What follows belongs to an exercise in optimizing a design on an open flow for small area, a short achievable clock period and few clock cycles; a production flow would make more cautious choices. Where RTL was checked, it was by simulation tests only, not by an equivalence proof against the original. The clock port is modelled as an ideal driver; clocking choices that lean on that would not hold on a real chip. Power and IR drop assume default switching activity.

// median_fliter
module median_fliter(
  input                  clk,
  input                  rst,
  input               enable,
  input  [7:0]     RAM_IMG_Q,
  input  [7:0]     RAM_OUT_Q,
  output          RAM_IMG_OE,
  output          RAM_IMG_WE,
  output [15:0]    RAM_IMG_A,
  output [7:0]     RAM_IMG_D,
  output          RAM_OUT_OE,
  output          RAM_OUT_WE,
  output [15:0]    RAM_OUT_A,
  output [7:0]     RAM_OUT_D,
  output                done
);
Size in the first run: roughly 320 flip-flops, ~72 I/O pins.
clock: 10.0 ns
lec_check: 0
cap_margin: 20
core_margin: 2
core_utilization: 40
slew_margin: 20
run.sh (not shown) runs the stock make flow with config.mk's settings and CLKGATE_MAP_FILE= SYNTH_SCRIPT=/design/flow/synth_recipe.tcl, a recipe that flattens the netlist after the stock synthesis.
The baseline went through all stages and came out clean.
==> next run, changes <==
==> flow/flow/run.sh (new file) <==
#!/bin/bash
set -euo pipefail
bash standard.sh BUFFER_PORTS_ARGS="-buffer_cell sky130_fd_sc_hd__buf_4" SETUP_SLACK_MARGIN=7.2 finish > standard.log 2>&1
==> flow/standard.sh (new file) <==
#!/bin/bash
# synth_recipe.tcl (not shown) runs the flow's synth.tcl, then flattens the netlist and writes it again
# the make line also repeats each setting of config.mk as NAME=value (left out here)
make -C /OpenROAD-flow-scripts/flow DESIGN_CONFIG=/design/flow/config.mk WORK_HOME=/design/flow/orfs CLKGATE_MAP_FILE= SYNTH_SCRIPT=/design/flow/synth_recipe.tcl "${@:-finish}"
removed: flow/run.sh
The changed run completed with no timing, DRC or antenna violations. Worst setup slack gets better by 570 ps. Cell count climbs by a few percent. Count of clock-buffer cells in the layout drops by 1. Sequential share of layout area drops by 1.6 points. Final area climbs by a few percent. Flip-flop and latch count is unchanged. Routed wire length climbs by a few percent. Hold slack gets worse by 5.9 ps. Utilization climbs by 2.0 points. Die area is unchanged.
==> next run, changes <==
==> flow/flow/run.sh (replaced) <==
#!/bin/bash
# The standard layout (the standard.sh, standard synthesis), with the
# ports buffered by a stronger buffer than the default choice.
set -euo pipefail
bash standard.sh BUFFER_PORTS_ARGS="-buffer_cell sky130_fd_sc_hd__buf_4" finish > standard.log 2>&1
=> Clock skew stays flat. Worst setup slack is worse by 98 ps. Global-route usage decreases by 0.41 points. Final cell count decreases by about 3.2%. Clock-buffer cell count is unchanged. Critical path depth does not change. Register-to-register slack is worse by 330 ps. Utilization decreases by 2.3 points. Total power decreases by 3.5%. Die area does not change.
Function was not checked in any run of this note: the RTL went through the layout flow alone.

---

build 70:
The RTL this note starts from:
==> flow/design.v <==
module median_fliter(
  input                  clk,
  input                  rst,
  input               enable,
  input  [7:0]     RAM_IMG_Q,
  input  [7:0]     RAM_OUT_Q,
  output          RAM_IMG_OE,
  output          RAM_IMG_WE,
  output [15:0]    RAM_IMG_A,
  output [7:0]     RAM_IMG_D,
  output          RAM_OUT_OE,
  output          RAM_OUT_WE,
  output [15:0]    RAM_OUT_A,
  output [7:0]     RAM_OUT_D,
  output                done
);
  localparam LK = 3;             
  localparam K  = 1 << LK;       
  localparam L  = K + 2;         
  localparam [3:0] RI_LAST = L - 1;
  reg        go;         
  reg        running;    
  reg        oe;         
  reg        first;      
  reg        flush;      
  reg  [7:0] rrow;       
  reg  [7:0] rcol;       
  reg  [3:0] ri;         
  reg        ri_last;    
  reg        done_reg;
  reg  [4:0] vp;         
  wire row_pad  = ((ri == 4'd0) & (rrow == 8'd255)) | (ri_last & (rrow == 8'd0));
  always @(posedge clk, posedge rst) begin
    if (rst) begin
      go      <= 1'b0;
      running <= 1'b0;
      oe      <= 1'b0;
    end else begin
      go <= enable & ~running & ~go;
      if (go) begin
        running <= 1'b1;
        oe      <= 1'b1;
      end else if (ri_last) begin
        if (rcol == 8'd255 && rrow == 8'd0) oe <= 1'b0;    
        if (flush) running <= 1'b0;
      end
    end
  end
  always @(posedge clk) begin
    if (go) begin
      first <= 1'b1;
      flush <= 1'b0;
      rrow  <= 8'd255;
      rcol  <= 8'd0;
      ri      <= 4'd0;
      ri_last <= 1'b0;
    end else if (!ri_last) begin
      ri      <= ri + 4'd1;
      ri_last <= (ri == RI_LAST - 4'd1);
      rrow <= rrow + 8'd1;
    end else begin
      ri      <= 4'd0;
      ri_last <= 1'b0;
      first   <= 1'b0;
      rcol  <= rcol + 8'd1;
      if (rcol == 8'd255) begin
        rrow <= rrow - 8'd1;
        if (rrow == 8'd0) flush <= 1'b1;
      end else begin
        rrow <= rrow - RI_LAST;
      end
    end
  end
  wire v0  = running & ~first & (ri >= 4'd2);   
  wire mn0 = (rcol == 8'd0);                    
  reg       pad1;
  reg [1:0] mn;
  always @(posedge clk, posedge rst) begin
    if (rst) vp <= 5'd0;
    else     vp <= {vp[3:0], v0};
  end
  always @(posedge clk) begin
    pad1 <= row_pad;
    mn   <= {mn[0], mn0};
  end
  reg [7:0] din;
  reg [7:0] dl [1:2*L];
  integer k;
  always @(posedge clk) begin
    din     <= RAM_IMG_Q & {8{~pad1}};
    dl[1]   <= din;
    for (k = 2; k <= 2*L; k = k + 1) dl[k] <= dl[k-1];
    dl[L+1] <= dl[L] & {8{~mn[1]}};
  end
  wire [7:0] ta = dl[2*L];                  
  wire [7:0] tb = dl[L];                    
  wire [7:0] tc = din & {8{~mn[1]}};        
  function gt8(input [7:0] a, input [7:0] b);
    reg [7:0] g, p;
    reg [3:0] g1, p1;
    reg [1:0] g2, p2;
    integer i;
    begin
      g = a & ~b;
      p = a | ~b;
      for (i = 0; i < 4; i = i + 1) begin
        g1[i] = g[2*i+1] | (p[2*i+1] & g[2*i]);
        p1[i] = p[2*i+1] & p[2*i];
      end
      for (i = 0; i < 2; i = i + 1) begin
        g2[i] = g1[2*i+1] | (p1[2*i+1] & g1[2*i]);
        p2[i] = p1[2*i+1] & p1[2*i];
      end
      gt8 = g2[1] | (p2[1] & g2[0]);
    end
  endfunction
  function [7:0] max3(input [7:0] a, input [7:0] b, input [7:0] c);
    reg x, y, z;
    begin
      x = gt8(a, b);
      y = gt8(b, c);
      z = gt8(a, c);
      max3 = (x & z) ? a : (~x & y) ? b : c;
    end
  endfunction
  function [7:0] min3(input [7:0] a, input [7:0] b, input [7:0] c);
    reg x, y, z;
    begin
      x = gt8(a, b);
      y = gt8(b, c);
      z = gt8(a, c);
      min3 = (~x & ~z) ? a : (x & ~y) ? b : c;
    end
  endfunction
  function [7:0] med3(input [7:0] a, input [7:0] b, input [7:0] c);
    reg x, y, z;
    begin
      x = gt8(a, b);
      y = gt8(b, c);
      z = gt8(a, c);
      med3 = (x ^ z) ? a : (x ^ y) ? c : b;
    end
  endfunction
  reg [7:0] lo0, md0, hi0, lo1, md1, hi1, md2, lo12, hi12;
  always @(posedge clk) begin
    lo0  <= min3(ta, tb, tc);
    md0  <= med3(ta, tb, tc);
    hi0  <= max3(ta, tb, tc);
    lo1  <= lo0;  md1 <= md0;  hi1 <= hi0;
    md2  <= md1;
    lo12 <= gt8(lo0, lo1) ? lo0 : lo1;
    hi12 <= gt8(hi0, hi1) ? hi1 : hi0;
  end
  reg [7:0] mxlo, mdmd, mnhi, dout;
  always @(posedge clk) begin
    mxlo <= gt8(lo12, lo0) ? lo12 : lo0;
    mdmd <= med3(md0, md1, md2);
    mnhi <= gt8(hi12, hi0) ? hi0 : hi12;
    dout <= med3(mxlo, mdmd, mnhi);
  end
  wire we = vp[4];
  reg [15:0] wa;      
  reg        wlast;   
  always @(posedge clk) begin
    if (go) begin
      wa    <= 16'hffff;
      wlast <= 1'b0;
    end else if (vp[3]) begin
      wa    <= wa + 16'd1;
      wlast <= (wa == 16'hfffe);
    end
  end
  always @(posedge clk, posedge rst) begin
    if (rst) done_reg <= 1'b0;
    else if (enable && !running) done_reg <= 1'b0;
    else if (we && wlast) done_reg <= 1'b1;
  end
  assign RAM_IMG_OE = oe;
  assign RAM_IMG_WE = 1'b0;
  assign RAM_IMG_A  = {rrow, rcol};
  assign RAM_IMG_D  = 8'd0;
  assign RAM_OUT_OE = 1'b0;
  assign RAM_OUT_WE = we;
  assign RAM_OUT_A  = {wa[15:8+LK], wa[LK-1:0], wa[7+LK:LK]};
  assign RAM_OUT_D  = dout;
  assign done       = done_reg;
endmodule
export LEC_CHECK = 0
export CAP_MARGIN = 20
export CORE_MARGIN = 2
export CORE_UTILIZATION = 65
export PLACE_DENSITY = 0.75
export SLEW_MARGIN = 20
create_clock -name core_clock -period 10.0 [get_ports {clk}]
standard.sh (not shown) runs the stock make flow with config.mk's settings and CLKGATE_MAP_FILE= SYNTH_SCRIPT=/design/flow/synth_recipe.tcl, a recipe that flattens the netlist after the stock synthesis.
==> flow/flow/run.sh <==
#!/bin/bash
# The standard layout (standard.sh, with the standard synthesis), changed
# only in how hard and with what it optimises:
#  - ports buffered with buf_2,
#  - clock tree sinks clustered by up to 30 within 100 um, no dummy loads,
#  - timing repair aiming for 6.95 ns of setup slack,
#  - after CTS, the flip-flops that drive output ports get drive strength 2,
#    and gates off the critical paths are downsized (the later repair keeps
#    the setup margin).
# The tools' full output goes to standard.log here and to orfs/logs/.
set -euo pipefail
bash standard.sh BUFFER_PORTS_ARGS="-buffer_cell sky130_fd_sc_hd__buf_2" \
  CTS_ARGS="-sink_clustering_enable -repair_clock_nets -sink_clustering_size 30 -sink_clustering_max_diameter 100 -dont_use_dummy_load -sink_clustering_levels 1" \
  SETUP_SLACK_MARGIN=6.9 POST_CTS_TCL="$PWD/flow/post_cts.tcl" finish > standard.log 2>&1
==> flow/flow/post_cts.tcl <==
# Give each flip-flop that drives an output port's buffer a stronger drive.
proc upsize_output_flops {strength} {
  set db [ord::get_db]
  set block [ord::get_db_block]
  set n 0
  foreach bt [$block getBTerms] {
    if {[$bt getIoType] != "OUTPUT"} { continue }
    set net [$bt getNet]
    if {$net == "NULL"} { continue }
    foreach it [$net getITerms] {
      if {![$it isOutputSignal]} { continue }
      set buf [$it getInst]
      foreach bit [$buf getITerms] {
        if {![$bit isInputSignal]} { continue }
        set bnet [$bit getNet]
        if {$bnet == "NULL"} { continue }
        foreach dit [$bnet getITerms] {
          if {![$dit isOutputSignal]} { continue }
          set inst [$dit getInst]
          set master [[$inst getMaster] getName]
          if {[regexp {^(sky130_fd_sc_hd__df\w+)_1$} $master -> base]} {
            set new [$db findMaster ${base}_$strength]
            if {$new != "NULL"} {
              $inst swapMaster $new
              incr n
            }
          }
        }
      }
    }
  }
  puts "upsize: $n output flip-flops to drive $strength"
}

upsize_output_flops 2

# Downsize gates off the critical paths, keeping the setup margin the flow aims for.
estimate_parasitics -placement
repair_timing -recover_power 100 -setup_margin $::env(SETUP_SLACK_MARGIN) -verbose
detailed_placement
Testbench counts of build 70, summed over its fixed seeds: cycles 327,748.
The following lists how build 88 was set up differently from build 70:
diff --git a/flow/flow/run.sh b/flow/flow/run.sh
--- a/flow/flow/run.sh
+++ b/flow/flow/run.sh
@@ -7,3 +7 @@
-#  - after CTS, the flip-flops that drive output ports get drive strength 2,
-#    and gates off the critical paths are downsized (the later repair keeps
-#    the setup margin).
+#  - after CTS, the flip-flops that drive output ports get drive strength 2.
@@ -14 +12 @@
-  SETUP_SLACK_MARGIN=6.9 POST_CTS_TCL="$PWD/flow/post_cts.tcl" finish > standard.log 2>&1
+  SETUP_SLACK_MARGIN=6.95 POST_CTS_TCL="$PWD/flow/post_cts.tcl" POST_GLOBAL_ROUTE_TCL="$PWD/flow/post_grt.tcl" finish > standard.log 2>&1
==> flow/flow/post_grt.tcl (new file) <==
# Downsize gates off the critical paths again on global-route parasitics,
# keeping the setup margin the flow aims for, and reroute what changed.
global_route -start_incremental
estimate_parasitics -global_routing
repair_timing -recover_power 100 -setup_margin $::env(SETUP_SLACK_MARGIN) -verbose
global_route -end_incremental
### Flow results
Between build 70 and build 88, power consumption is higher for build 70, build 88 comes in under that.
On final area, the higher figure sits with build 70, not build 88.
Number of well taps: build 70 vs build 88 identical
For build 41, these inputs were changed with respect to build 88:
==> flow/flow/run.sh <==
#!/bin/bash
# The standard layout (the standard.sh, standard synthesis) with: ports
# buffered by buf_4, clock tree sinks clustered by 30 without dummy loads, and
# after CTS the flip-flops that drive output ports given drive strength 2.
set -euo pipefail
bash standard.sh BUFFER_PORTS_ARGS="-buffer_cell sky130_fd_sc_hd__buf_4" \
  CTS_ARGS="-sink_clustering_enable -repair_clock_nets -sink_clustering_size 20 -sink_clustering_max_diameter 100 -dont_use_dummy_load -sink_clustering_levels 1" \
  SETUP_SLACK_MARGIN=6.95 POST_CTS_TCL="$PWD/flow/post_cts.tcl" finish > standard.log 2>&1
diff --git a/flow/flow/post_cts.tcl b/flow/flow/post_cts.tcl
--- a/flow/flow/post_cts.tcl
+++ b/flow/flow/post_cts.tcl
@@ -36,5 +35,0 @@
-
-# Downsize gates off the critical paths, keeping the setup margin the flow aims for.
-estimate_parasitics -placement
-repair_timing -recover_power 100 -setup_margin $::env(SETUP_SLACK_MARGIN) -verbose
-detailed_placement
removed: flow/flow/post_grt.tcl
## What came out
From build 88 to build 41 the numbers moved as follows: cell count now sits higher, final instance area now sits higher, final setup slack of the worst path now sits higher.
Build 41 gives more core utilization of the finished layout than build 88 did.
When build 41 is measured against build 88, its layout cell share with drive strength beyond 1 turns out 8.3 points higher.
For the multi-input gate share of total cell area, build 41 came in 0.82 points lower than build 88 did.
Comparing build 41 against build 88, there is no change at all in proportion of register bits with asynchronous set or reset after synthesis.
[build 41] met1 wire length fell 160 microns relative to build 88
Diff build 88 -> build 41: post-layout minimum cycle time -0.47 ns; endpoint required time on the critical path -2.35 ns.
Build 41 vs. build 88: share of power burned in combinational logic went up by 0.5 points.

[separate check: timing with driven ports]
The results above use ideal ports. As a check the final layouts listed here were re-extracted and re-timed, cells and wires unchanged.
Step 1 assumes that a clkbuf_16 drives the clock port and a buf_2 every other input.
Step 2, shift: input delay + t, output delay - t, t = (earliest + latest rising clock arrival at the registers) / 2. This alone moves slack from input paths to output paths.
Slacks: ideal ports / drivers / drivers and shift; pairs: ideal ports / drivers.
| run | t (ns) | setup slack, ns | worst setup path after step 2 | worst data-port slew with drivers (ns) | cell pins on the clock port's net |
|---|---|---|---|---|---|
| the first run of note 1 | 0.585 | 6.386 / 6.339 / 6.899 | input, reset recovery | 0.03 | 1 |
| the second run of note 1 | 0.542 | 6.959 / 6.913 / 7.180 | input, reset recovery | 0.03 | 1 |
| the third run of note 1 | 0.542 | 6.860 / 6.814 / 6.997 | register to register | 0.03 | 1 |
| build 70 | 0.514 | 6.921 / 6.878 / 7.162 | register to register | 0.03 | 1 |
| build 88 | 0.512 | 6.488 / 6.488 / 6.488 | register to register | 0.03 | 1 |
| build 41 | 0.533 | 6.959 / 6.916 / 7.160 | register to register | 0.04 | 1 |
After both steps every run listed still meets setup and hold. Setup slack includes reset recovery checks.
